Background: an optimization exercise with open tools, aiming at small area, a short achievable clock period and few clock cycles per item. Do not read the settings as production practice.
Where RTL was checked, it was by simulation tests only, not by an equivalence proof against the original.

==> inputs of job 3781 <==
Design brick_sort, start of the top module:
module brick_sort
   (
    clk,
    rst,
    src_tvalid,
    src_tready,
    src_tdata_raw,
    dest_tvalid,
    dest_tready,
    dest_tdata_raw
    );
   parameter NUM_ELEMS = 16;
   parameter DATA_WIDTH = 8;
   input   clk;
   input   rst;
   input   src_tvalid;
   output  src_tready;
   input [DATA_WIDTH*NUM_ELEMS-1:0] src_tdata_raw;
   output                 dest_tvalid;
   input                  dest_tready;
   output [DATA_WIDTH*NUM_ELEMS-1:0] dest_tdata_raw;
   function gt8;
      input [7:0] a;
      input [7:0] b;
      reg [7:0] g, p;
      reg g10, p10, g32, p32, g54, p54, g76, p76, g30, p30, g74, p74;
      begin
         g = a & ~b;           
         p = a | ~b;           
         g10 = g[1] | (p[1] & g[0]); p10 = g[1] | (p[1] & p[0]);
         g32 = g[3] | (p[3] & g[2]); p32 = g[3] | (p[3] & p[2]);
         g54 = g[5] | (p[5] & g[4]); p54 = g[5] | (p[5] & p[4]);
         g76 = g[7] | (p[7] & g[6]); p76 = g[7] | (p[7] & p[6]);
         g30 = g32 | (p32 & g10);
         g74 = g76 | (p76 & g54); p74 = g76 | (p76 & p54);
         gt8 = g74 | (p74 & g30);
      end
   endfunction
   reg [127:0] r1, r2, r3, r4, r5;
   reg [127:0] ro;
   wire [127:0] s0_0;
   wire s0_0_c0 = gt8(src_tdata_raw[7:0], src_tdata_raw[111:104]);
   assign s0_0[7:0] = s0_0_c0 ? src_tdata_raw[111:104] : src_tdata_raw[7:0];
   assign s0_0[111:104] = s0_0_c0 ? src_tdata_raw[7:0] : src_tdata_raw[111:104];
  ...
Settings: LEC_CHECK=0, CAP_MARGIN=20, CORE_MARGIN=2, CORE_UTILIZATION=40, CTS_BUF_LIST=sky130_fd_sc_hd__clkbuf_8, SETUP_SLACK_MARGIN=3.3, SLEW_MARGIN=20; clock period 6.0 ns.
standard.sh (not shown) runs the stock make flow with config.mk's settings and CLKGATE_MAP_FILE= SYNTH_SCRIPT=/design/flow/synth_recipe.tcl, a recipe that flattens the netlist after the stock synthesis.
==> flow/flow/run.sh <==
#!/bin/bash
# Layout flow: the standard flow (standard.sh), except that the
# synthesis step maps the logic with the delay-driven ABC script in
# flow/abc_speed.script instead of ORFS's abc_speed.script.  Synthesis is
# otherwise ORFS's, run by standard.sh with the standard flow's synthesis script, so the
# registers (names, count, cell types) are those of the standard synthesis.
set -euo pipefail
here=$(pwd)
rm -rf "$here/scripts_abc"
cp -r "$FLOW_HOME/scripts" "$here/scripts_abc"
cp "$here/flow/abc_speed.script" "$here/scripts_abc/abc_speed.script"
bash standard.sh SCRIPTS_DIR="$here/scripts_abc" synth > "$here/synth.log" 2>&1
bash standard.sh > "$here/layout.log" 2>&1
==> flow/flow/abc_speed.script <==
strash
dch -f
map -D 1500
topo
buffer -p
upsize -D 1500
dnsize -D 1500
stime -p
==> job 5710: changes against job 3781 <==
--- a/flow/design.v
+++ b/flow/design.v
@@ -274,23 +274,20 @@
    reg rot;         
    reg ro_valid;
    wire front_v = v5;
    wire front_t = t5;
    wire ro_free = !ro_valid || dest_tready;
    wire exit_ok = front_v && (!rot || front_t) && ro_free;
    wire wrap = front_v && !exit_ok;
-   wire rot_n = rot ? !exit_ok : wrap;
-   wire ro_valid_n = ro_free ? exit_ok : ro_valid;
-   reg rdy_free, rdy_tr;
-   assign src_tready = !rst && (rdy_free || (rdy_tr && dest_tready));
+   assign src_tready = !rst && !rot && !wrap;
    assign dest_tvalid = !rst && ro_valid;
    assign dest_tdata_raw = ro;
    wire take = src_tvalid && src_tready;
    always @(posedge clk) begin
-      r1 <= wrap ? r5 : s0_0;
+      r1 <= wrap ? sorted : s0_0;
       r2 <= s1_1;
       r3 <= s2_1;
       r4 <= s3_1;
       r5 <= s4_1;
       if (ro_free) ro <= sorted;
       t1 <= wrap && (!rot || front_t);
       t2 <= t1;
@@ -301,22 +298,18 @@
          v1 <= 1'b0;
          v2 <= 1'b0;
          v3 <= 1'b0;
          v4 <= 1'b0;
          v5 <= 1'b0;
          rot <= 1'b0;
          ro_valid <= 1'b0;
-         rdy_free <= 1'b1;
-         rdy_tr <= 1'b1;
       end else begin
          v1 <= wrap || take;
          v2 <= v1;
          v3 <= v2;
          v4 <= v3;
          v5 <= v4;
-         rot <= rot_n;
-         ro_valid <= ro_valid_n;
-         rdy_free <= !rot_n && !(v4 && ro_valid_n);
-         rdy_tr <= !rot_n;
+         rot <= rot ? !exit_ok : wrap;
+         if (ro_free) ro_valid <= exit_ok;
       end
    end
 endmodule
==> flow/run.sh (new file) <==
#!/bin/bash
# synth_recipe.tcl (not shown) runs the flow's synth.tcl, then flattens the netlist and writes it again
# the make line also repeats each setting of config.mk as NAME=value (left out here)
make -C /OpenROAD-flow-scripts/flow DESIGN_CONFIG=/design/flow/config.mk WORK_HOME=/design/flow/orfs CLKGATE_MAP_FILE= SYNTH_SCRIPT=/design/flow/synth_recipe.tcl finish
Settings changed: CTS_BUF_LIST sky130_fd_sc_hd__clkbuf_8 to not set, SETUP_SLACK_MARGIN 3.3 to 3.0.
removed: flow/flow/run.sh
removed: flow/flow/abc_speed.script
removed: flow/standard.sh
==> flow_metrics.tcl <==
set metrics [dict create \
    status "finished clean" \
    slew_headroom_pct 21.5 \
]
(the above is from job 5710)
==> flow_metrics.tcl <==
set metrics [dict create \
    status "finished clean" \
    hold_viol 0 \
    yosys.area.top_type "dfxtp_1" \
    slew_headroom_pct 38.5 \
]
(the above is from job 3781)
Function was not checked in any run of this note: the RTL went through the layout flow alone.

* * *

==> run F <==
Another version of the RTL of brick_sort (not shown whole).
Design brick_sort, start of the top module:
module brick_sort
   (
    clk,
    rst,
    src_tvalid,
    src_tready,
    src_tdata_raw,
    dest_tvalid,
    dest_tready,
    dest_tdata_raw
    );
make LEC_CHECK=0 ABC_AREA=1 CAP_MARGIN=20 CORE_MARGIN=2 CORE_UTILIZATION=40 SETUP_SLACK_MARGIN=3.3 SLEW_MARGIN=20 finish   # period 6.0 ns
run.sh (not shown) runs the stock make flow with config.mk's settings and CLKGATE_MAP_FILE= SYNTH_SCRIPT=/design/flow/synth_recipe.tcl, a recipe that flattens the netlist after the stock synthesis.
Stock flow here: none of the scripts above is used.
==> run C (differences from run F) <==
ABC_AREA = unset   (was 1)
==> metrics.yaml <==
layout:
  n_clock_buffer: 205
  seq_share: 0.483
  buf_share: 0.0422
sta:
  holdWs_ps: 313
  fin_worst_skew_ps: 23.9
logic_synthesis:
  postSynthAreaPerCell_sq_um: 12.7
placement:
  dp_slack_ps: 2150
run_status:
  status: "timing/DRC/antenna clean"
Source of the figures above: run C

==> metrics.yaml <==
run_status:
  status: "timing/DRC/antenna clean"
placement:
  dp_slack_ps: 2120
logic_synthesis:
  postSynthAreaPerCell_sq_um: 7.81
layout:
  n_clock_buffer: 198
  buf_share: 0.0416
Source of the figures above: run F

Testbench counts of run F, summed over its fixed seeds: cycles 1,048, items 960.
Testbench counts of run C, summed over its fixed seeds: cycles 1,048, items 960.

## what the ideal ports hide
In the flow no input, the clock included, has a driving cell. The finished layouts below were timed again as built, in two steps. Step 1: set_driving_cell puts a clkbuf_16 on clk and a buf_2 on each other input, an assumption about the parent block. Step 2 also shifts input and output timing later by t, the mid clock arrival at the registers, as if the neighbouring blocks saw the same clock. a / b / c = no drivers / after step 1 / after step 2; a / b = the first two.
run | t (ns) | setup slack, ns | slew at the worst register clock pin (ns) | worst data-port slew with drivers (ns)
job 3781 | 0.883 | 3.081 / 3.081 / 2.465 | 0.07 / 0.07 | 0.20
job 5710 | 0.724 | 2.308 / 2.308 / 1.821 | 0.07 / 0.07 | 0.14
run F | 0.855 | 3.178 / 3.140 / 3.101 | 0.07 / 0.07 | 0.09
run C | 0.815 | 3.203 / 3.171 / 2.995 | 0.07 / 0.07 | 0.07
After both steps every run listed still meets setup and hold. For job 3781, which loses most, drivers alone change the setup slack by 0.000 ns; drivers and shift together by -0.616 ns.
